This design comes from an exercise in tuning for small area, a short achievable clock period and few clock cycles per item on the open sky130 flow, not from production work. The RTL was checked by simulation tests, not by an equivalence proof against the original design. Power and IR drop assume default switching activity.

== run D ==
## M_accelerator_wrapper
module M_accelerator_wrapper (
    input  wire        clk_i,
    input  wire        rst_i,
    input  wire [6:0]  opcode_i,
    input  wire [2:0]  funct3_i,
    input  wire [6:0]  funct7_i,
    input  wire [31:0] op_A_i,
    input  wire [31:0] op_B_i,
    output wire [31:0] result_o,
    output wire        stall_o,
    output wire        division_by_zero_o
);
clock: 10.0 ns
lec_check: 0
abc_area: 1
cap_margin: 20
core_margin: 2
core_utilization: 45
setup_slack_margin: 5
slew_margin: 20
tns_end_percent: 0
run.sh (not shown) runs the stock make flow with config.mk's settings and CLKGATE_MAP_FILE= SYNTH_SCRIPT=/design/flow/synth_recipe.tcl, a recipe that flattens the netlist after the stock synthesis.
Testbench counts of run D, summed over its fixed seeds: cycles 11,867, ops 3,200.
--- input diff run D..run A ---
==> flow/flow/run.sh (new file) <==
#!/bin/bash
# The standard layout, with the port buffers made from buf_2 instead of the
# cell buffer_ports picks by default (a slow delay buffer on sky130hd).
set -euo pipefail
bash standard.sh "BUFFER_PORTS_ARGS=-buffer_cell sky130_fd_sc_hd__buf_2" finish > flow_standard.log 2>&1
==> flow/standard.sh (new file) <==
#!/bin/bash
# synth_recipe.tcl (not shown) runs the flow's synth.tcl, then flattens the netlist and writes it again
# the make line also repeats each setting of config.mk as NAME=value (left out here)
make -C /OpenROAD-flow-scripts/flow DESIGN_CONFIG=/design/flow/config.mk WORK_HOME=/design/flow/orfs CLKGATE_MAP_FILE= SYNTH_SCRIPT=/design/flow/synth_recipe.tcl "${@:-finish}"
removed: flow/run.sh
Results
Run A vs run D, timing endpoint of the critical path: a_q[3] vs a_q[1]. When run A is set beside run D, its minimum setup slack among reg-to-reg paths turns out to be 60 ps smaller. As far as clock share of power is concerned, run D and run A perform about the same. Summary: hold slack, run A better than run D. Compared with run D, run A shows overall power consumption higher by 0.18 mW. Comparing run D and run A, utilization is lower on run A. Compared to run D, run A shows a narrower setup margin. Final area: run D and run A compared, higher one is run D. Going from run D to run A, the number of non-clock buffers in the layout was found to have gone down by 4. Run A reports a higher combinational share of power than run D does. Run A vs run D, count of fill cells added during filler insertion went up by 47. Relative to run D, sequential share of layout area has increased by 0.33 points in run A.

* * *

Another version of the RTL of M_accelerator_wrapper (not shown whole).
Size in the first run: about 5400 cells after synthesis, roughly 160 flip-flops, ~120 I/O pins.
clock: 10.0 ns
lec_check: 0
abc_area: 1
cap_margin: 20
core_margin: 2
core_utilization: 30
setup_slack_margin: 5
slew_margin: 20
tns_end_percent: 0
standard.sh (not shown) runs the stock make flow with config.mk's settings and CLKGATE_MAP_FILE= SYNTH_SCRIPT=/design/flow/synth_recipe.tcl, a recipe that flattens the netlist after the stock synthesis.
==> flow/flow/run.sh <==
#!/bin/bash
# The standard layout with two changes to how it is made: the port buffers
# are buf_2 instead of the slow delay buffer buffer_ports picks by default,
# and synthesis leaves adders to abc instead of mapping them to the
# library's full/half-adder cells (registers are untouched by either).
set -euo pipefail
bash standard.sh "BUFFER_PORTS_ARGS=-buffer_cell sky130_fd_sc_hd__buf_2" "ADDER_MAP_FILE=" finish > flow_standard.log 2>&1
The first run finished clean.
Testbench counts at the start, summed over its fixed seeds: cycles 11,867, ops 3,200.
Rerun with:
CORE_UTILIZATION = 38   (was 30)
GPL_ROUTABILITY_DRIVEN = 0   (was default)
The new run finished clean; total power is lower by 0.48%; final area falls by 1.5%; routed wire length goes down by 5.7%; clock-buffer cell count went up by 1; cell count falls by 4.6%; area after synthesis stays the same; worst setup slack got worse by 0.0060 ns; die area falls by 21%; via count barely changes; critical path depth came out higher by 4.
Rerun with:
==> flow/flow/run.sh (replaced) <==
#!/bin/bash
# The standard layout, with the port buffers made from buf_2 instead of the
# cell buffer_ports picks by default (a slow delay buffer on sky130hd).
set -euo pipefail
bash standard.sh "BUFFER_PORTS_ARGS=-buffer_cell sky130_fd_sc_hd__buf_2" finish > flow_standard.log 2>&1
CORE_UTILIZATION = 45   (was 38)
GPL_ROUTABILITY_DRIVEN = default   (was 0)
After rerunning: The changed run completed without violations; clock skew stays flat; design area went down by 2.5%; count of clock-buffer cells in the layout does not change; hold slack degrades by 0.085 ns; worst setup slack gets worse by 0.39 ns; sequential share of layout area climbs by 0.36 points; synthesized area came out lower by 1.9%; via count decreases by 14%.
Rerun with:
==> flow/flow/run.sh (replaced) <==
#!/bin/bash
# The standard layout with two changes to how it is made: the port buffers
# are buf_2 instead of the slow delay buffer buffer_ports picks by default,
# and synthesis leaves adders to abc instead of mapping them to the
# library's full/half-adder cells (registers are untouched by either).
set -euo pipefail
bash standard.sh "BUFFER_PORTS_ARGS=-buffer_cell sky130_fd_sc_hd__buf_2" "ADDER_MAP_FILE=" finish > flow_standard.log 2>&1
CORE_UTILIZATION = 38   (was 45)
After rerunning: Combinational power decreases by about a fifth. Wire length rose by about a fifth. Final area is higher slightly. Worst setup slack improves by 0.36 ns.

* * *

Setup of trial 91:
Starting RTL as in the previous note.
Settings: LEC_CHECK=0, ABC_AREA=1, CAP_MARGIN=20, CORE_MARGIN=2, CORE_UTILIZATION=45, SETUP_SLACK_MARGIN=5, SLEW_MARGIN=20, TNS_END_PERCENT=0; clock period 10.0 ns.
==> flow/flow/run.sh <==
#!/bin/bash
# The standard layout with two changes to how it is made: the port buffers
# are buf_2 instead of the slow delay buffer buffer_ports picks by default,
# and synthesis leaves adders to abc instead of mapping them to the
# library's full/half-adder cells (registers are untouched by either).
set -euo pipefail
bash standard.sh "BUFFER_PORTS_ARGS=-buffer_cell sky130_fd_sc_hd__buf_2" "ADDER_MAP_FILE=" finish > flow_standard.log 2>&1
Trial 91 went all the way through the flow, and no timing, DRC or antenna check failed.
Testbench counts of trial 91, summed over its fixed seeds: cycles 11,867, ops 3,200.
#### Input delta (trial 25 over trial 91)
Settings: putting GPL_ROUTABILITY_DRIVEN at 0 where nothing was set.
[summary]
- Clock power up 3.8% in trial 25 wrt trial 91
- | non-clock inverter count in the final layout | trial 25 vs trial 91 | ≈ equal |
- Trial 25: first-iteration DRC count higher than trial 91
- From trial 91 to trial 25 the numbers moved as follows: via count of the first global-routing pass flat; worst hold slack down 6.7 ps; routed wire length down about 5.5%.

* * *

## exp/onyx
M_accelerator_wrapper, a different RTL version from the one above (not shown whole).
Size in the first run: roughly 5500 cells after synthesis, about 120 I/O pins, about 0.030 mm2 of cells after synthesis.
Design M_accelerator_wrapper, start of the top module:
module M_accelerator_wrapper (
    input  wire        clk_i,
    input  wire        rst_i,
    input  wire [6:0]  opcode_i,
    input  wire [2:0]  funct3_i,
    input  wire [6:0]  funct7_i,
    input  wire [31:0] op_A_i,
    input  wire [31:0] op_B_i,
    output wire [31:0] result_o,
    output wire        stall_o,
    output wire        division_by_zero_o
);
export LEC_CHECK = 0
export ABC_AREA = 1
export CAP_MARGIN = 20
export CORE_MARGIN = 2
export CORE_UTILIZATION = 32
export SETUP_SLACK_MARGIN = 5
export SLEW_MARGIN = 20
export TNS_END_PERCENT = 0
create_clock -name core_clock -period 10.0 [get_ports {clk_i}]
Scripts as last shown in full above: flow/flow/run.sh
Testbench counts of exp/onyx, summed over its fixed seeds: cycles 11,867, ops 3,200.
[inputs] exp/lagoon vs exp/onyx
# exp/onyx
export LEC_CHECK = 0
export ABC_AREA = 1
export CAP_MARGIN = 20
export CORE_MARGIN = 2
export CORE_UTILIZATION = 32
export SETUP_SLACK_MARGIN = 5
export SLEW_MARGIN = 20
export TNS_END_PERCENT = 0
create_clock -name core_clock -period 10.0 [get_ports {clk_i}]
# exp/lagoon
export LEC_CHECK = 0
export ABC_AREA = 1
export CAP_MARGIN = 20
export CORE_MARGIN = 2
export CORE_UTILIZATION = 38
export SETUP_SLACK_MARGIN = 5
export SLEW_MARGIN = 20
export TNS_END_PERCENT = 0
create_clock -name core_clock -period 10.0 [get_ports {clk_i}]
--- outcome ---
- In exp/lagoon, the final worst setup slack came out 140 ps above the value in exp/onyx.
- Layout overhead on the synthesized area was higher in exp/onyx than in exp/lagoon.
- Summary — power in combinational cells, exp/lagoon relative to exp/onyx: lower, by about 1%.
- [exp/lagoon vs exp/onyx] effective utilization at floorplan: higher in exp/lagoon
- [compare] base=exp/onyx new=exp/lagoon: cell area reported after detailed placement dropped 0.79%; number of buffers inserted to repair setup after CTS dropped about 40%.
- Destination of the critical timing path: b_q[5] -> exp/lagoon, a_q[29] -> exp/onyx
What exp/sierra does differently from exp/lagoon at the input level:
# exp/lagoon
export LEC_CHECK = 0
export ABC_AREA = 1
export CAP_MARGIN = 20
export CORE_MARGIN = 2
export CORE_UTILIZATION = 38
export SETUP_SLACK_MARGIN = 5
export SLEW_MARGIN = 20
export TNS_END_PERCENT = 0
create_clock -name core_clock -period 10.0 [get_ports {clk_i}]
# exp/sierra
export LEC_CHECK = 0
export ABC_AREA = 1
export CAP_MARGIN = 20
export CORE_MARGIN = 2
export CORE_UTILIZATION = 26
export SETUP_SLACK_MARGIN = 5
export SLEW_MARGIN = 20
export TNS_END_PERCENT = 0
create_clock -name core_clock -period 10.0 [get_ports {clk_i}]
Findings:
- When the final numbers for exp/lagoon and exp/sierra were put side by side, the starting utilization of the core area turned out to be smaller in exp/sierra.
- Number of detailed-routing iterations run before antenna repair for exp/sierra is lower than for exp/lagoon.
- exp/sierra does worse than exp/lagoon on wire length of the first global-routing pass.
- Of exp/lagoon and exp/sierra, the higher power share of the combinational group belongs to exp/sierra.

* * *

Setup of build 36:
M_accelerator_wrapper, a different RTL version from the one above (not shown whole).
Size: roughly 160 flip-flops, about 120 I/O pins, ~0.028 mm² of cells after synthesis.
==> flow/design.v (excerpt) <==
module M_accelerator_wrapper (
    input  wire        clk_i,
    input  wire        rst_i,
    input  wire [6:0]  opcode_i,
    input  wire [2:0]  funct3_i,
    input  wire [6:0]  funct7_i,
    input  wire [31:0] op_A_i,
    input  wire [31:0] op_B_i,
    output wire [31:0] result_o,
    output wire        stall_o,
    output wire        division_by_zero_o
);
    localparam ST_MUL  = 2'd0;
    localparam ST_PREP = 2'd1;
    localparam ST_STEP = 2'd2;
    localparam ST_FIX  = 2'd3;
    localparam OS_LO = 2'd0;
    localparam OS_HI = 2'd1;
    localparam OS_R  = 2'd2;
    reg        busy_q;
    reg [1:0]  st_q;
    reg [4:0]  oh_q;     
    reg [3:0]  bo_q;     
    reg [3:0]  bt_q;
    reg [3:0]  bn_q;
    reg [3:0]  cnt_q;    
    reg        frem_q;
    reg        fneg_q;
    reg        dbz_q;
    reg [1:0]  osel_q;
    reg [32:0] a_q;      
    reg [34:0] b_q;      
    reg [63:0] p_q;      
    wire       is_m, is_mul, a_neg, b_neg, b_zero, early, swap;
    wire [4:0] top_a, top_b;
    m_issue ISSUE (
        .opcode_i (opcode_i),
        .funct3_i (funct3_i),
        .funct7_i (funct7_i),
        .op_A_i   (op_A_i),
        .op_B_i   (op_B_i),
        .is_m     (is_m),
        .is_mul   (is_mul),
        .a_neg    (a_neg),
        .b_neg    (b_neg),
        .b_zero   (b_zero),
        .early    (early),
        .swap     (swap),
        .top_a    (top_a),
        .top_b    (top_b)
    );
    wire [40:0] ax = {{8{a_neg}}, op_A_i, 1'b0};
  ...
clock: 10.0 ns
lec_check: 0
abc_area: 1
cap_margin: 20
core_margin: 2
core_utilization: 45
setup_slack_margin: 5
slew_margin: 20
tns_end_percent: 0
==> flow/flow/run.sh <==
#!/bin/bash
# The standard layout, with the port buffers made from buf_2 instead of the
# cell buffer_ports picks by default (a slow delay buffer on sky130hd).
set -euo pipefail
bash standard.sh "BUFFER_PORTS_ARGS=-buffer_cell sky130_fd_sc_hd__buf_2" finish > flow_standard.log 2>&1
Testbench counts of build 36, summed over its fixed seeds: cycles 11,867, ops 3,200.
diff inputs: build 36 => build 74
==> flow/flow/run.sh <==
#!/bin/bash
# The standard layout with two changes to how it is made: the port buffers
# are buf_2 instead of the slow delay buffer buffer_ports picks by default,
# and synthesis leaves adders to abc instead of mapping them to the
# library's full/half-adder cells (registers are untouched by either).
set -euo pipefail
bash standard.sh "BUFFER_PORTS_ARGS=-buffer_cell sky130_fd_sc_hd__buf_2" "ADDER_MAP_FILE=" finish > flow_standard.log 2>&1
Results
[compare] base=build 36 new=build 74: worst-path maximum fanout went down by 15, met1 layer wirelength in the final routing went up by about 30%, share of cell area taken by flip-flops and latches went down by 2.2 points, setup slack went up by 740 ps.
Per the comparison of build 74 with build 36, total power now sits higher, combinational power now sits higher.
| share of the yosys chip area belonging to registers | higher: build 36 |
Build 74 vs. build 36: utilization went up by 1.6 points.
Here is what was changed in the inputs of build 73 compared with build 74.
- removing TNS_END_PERCENT (formerly 0)
- removing ABC_AREA (formerly 1)
==> flow/run.sh (new file) <==
#!/bin/bash
# synth_recipe.tcl (not shown) runs the flow's synth.tcl, then flattens the netlist and writes it again
# the make line also repeats each setting of config.mk as NAME=value (left out here)
make -C /OpenROAD-flow-scripts/flow DESIGN_CONFIG=/design/flow/config.mk WORK_HOME=/design/flow/orfs CLKGATE_MAP_FILE= SYNTH_SCRIPT=/design/flow/synth_recipe.tcl finish
removed: flow/flow/run.sh
removed: flow/standard.sh
==> comparison <==
Build 73 vs. build 74: slew at the pin closest to its max-slew limit went up by 130 ps.
Comparing build 73 and build 74, sequential power is higher on build 74.
Looking at worst hold slack, build 73 sits 15 ps below build 74.
Sum of buffers and inverters on the critical path for build 73: 21 down relative to build 74
Beginning of the critical path: op_A_i[1] -> build 74, b_q[34]$_SDFFCE_PN0P_ -> build 73
In build 73 the final worst slack turned out 590 ps lower than in build 74.
When build 73 is measured against build 74, its minimum period implied by the final worst setup slack turns out 590 ps higher.
Diff build 74 -> build 73 | count of placed standard cells including taps | down by more than a quarter
Compared build 73 vs build 74, and share of final-layout standard cells stronger than drive strength 1 is up in build 73.
--- input diff build 73..build 25 ---
- setting TNS_END_PERCENT to 0 for the first time
- changing CORE_UTILIZATION from 45 to 50
- setting ABC_AREA to 1 for the first time
- setting PLACE_DENSITY to 0.7 for the first time
--- outcome ---
In summary, build 25 completed successfully, with a layout that passed the timing, DRC and antenna checks.
Taking build 73 as the reference, in build 25 die area decreased by 0.0083 mm² relative to the old numbers, count of inserted tapcells decreased by 12% relative to the old numbers, fraction of standard cell area in multi-input logic decreased by 2.5 points relative to the old numbers, final critical-path required period increased by 380 ps relative to the old numbers, data arrival time at the worst-slack endpoint increased by 380 ps relative to the old numbers.
From build 73 to build 25 the numbers moved as follows: top fanout value on the critical path up 9; count of vias placed by the detailed router flat; layout overhead on the synthesized area down 20 points; instance area at placement down about 5%.
Side by side, fraction of layout instances using a drive strength above 1 turned out lower in build 25 than in build 73.
Note that the combinational power recorded for build 25 amounts to 0.63 times the value seen in build 73.

* * *

M_accelerator_wrapper again, from the RTL that the note above started with.
Settings: LEC_CHECK=0, ABC_AREA=1, CAP_MARGIN=20, CORE_MARGIN=2, CORE_UTILIZATION=45, SETUP_SLACK_MARGIN=5, SLEW_MARGIN=20, TNS_END_PERCENT=0; clock period 10.0 ns.
run.sh (not shown) runs the stock make flow with config.mk's settings and CLKGATE_MAP_FILE= SYNTH_SCRIPT=/design/flow/synth_recipe.tcl, a recipe that flattens the netlist after the stock synthesis.
Stock flow here: none of the scripts above is used.
The baseline passed the timing, DRC and antenna checks.
Testbench counts at the start, summed over its fixed seeds: cycles 11,867, ops 3,200.
Change:
SETUP_SLACK_MARGIN = 4   (was 5)
What happened: The changed run finished with timing, DRC and antenna clean; clock skew stays flat; count of clock-buffer cells in the layout does not change; worst setup slack improves by 0.015 ns; area after synthesis is unchanged; wire length went down by 1.5%.

[port drivers added, routing unchanged]
Ports are ideal in the flow. The routed layouts listed here were re-timed in OpenROAD.
Step 1, drivers: a clkbuf_16 drives clk_i and a buf_2 each remaining input, both assumed.
Step 2 also shifts input and output timing later by t, the mid clock arrival at the registers, as if the neighbouring blocks saw the same clock.
Slacks: ideal / step 1 / step 2; pairs: ideal / step 1.
| run | shift t [ns] | setup slack, ns | worst hold slack (ns) | worst setup path after step 2 | cell pins on the clock port's net |
|---|---|---|---|---|---|
| run D | 0.540 | 3.157 / 3.157 / 2.720 | 0.612 / 0.612 / 0.612 | input to register | 1 |
| run A | 0.575 | 3.097 / 3.097 / 2.754 | 0.675 / 0.675 / 0.675 | input to register | 1 |
| the first run of note 2 | 0.548 | 4.397 / 4.413 / 3.865 | 0.631 / 0.631 / 0.631 | input to register | 1 |
| the second run of note 2 | 0.545 | 4.391 / 4.439 / 3.894 | 0.643 / 0.643 / 0.643 | input to register | 1 |
| the third run of note 2 | 0.564 | 3.999 / 3.999 / 3.503 | 0.558 / 0.558 / 0.558 | input to register | 1 |
| the fourth run of note 2 | 0.543 | 4.355 / 4.398 / 3.855 | 0.638 / 0.638 / 0.638 | input to register | 1 |
| trial 91 | 0.530 | 4.283 / 4.295 / 3.765 | 0.650 / 0.650 / 0.650 | input to register | 1 |
| trial 25 | 0.532 | 4.269 / 4.282 / 3.750 | 0.643 / 0.643 / 0.643 | input to register | 1 |
| exp/onyx | 0.530 | 4.138 / 4.138 / 3.718 | 0.477 / 0.477 / 0.477 | input to register | 1 |
| exp/lagoon | 0.529 | 4.275 / 4.295 / 3.783 | 0.483 / 0.483 / 0.483 | input to register | 1 |
| exp/sierra | 0.521 | 4.247 / 4.282 / 3.761 | 0.487 / 0.487 / 0.487 | input to register | 1 |
| build 36 | 0.524 | 3.712 / 3.712 / 3.320 | 0.600 / 0.600 / 0.600 | input to register | 1 |
| build 74 | 0.582 | 4.454 / 4.472 / 3.890 | 0.630 / 0.630 / 0.630 | input to register | 1 |
| build 73 | 0.536 | 3.869 / 3.869 / 3.869 | 0.615 / 0.615 / 0.615 | register to register | 1 |
| build 25 | 0.548 | 3.492 / 3.492 / 3.100 | 0.681 / 0.681 / 0.681 | input to register | 1 |
| the first run of note 6 | 0.559 | 3.833 / 3.849 / 3.312 | 0.699 / 0.699 / 0.699 | input to register | 1 |
| the second run of note 6 | 0.555 | 3.848 / 3.863 / 3.326 | 0.701 / 0.701 / 0.701 | input to register | 1 |
After both steps setup and hold are still met in every run listed. For build 74, which loses most, drivers alone change the setup slack by +0.018 ns; drivers and shift together by -0.564 ns.
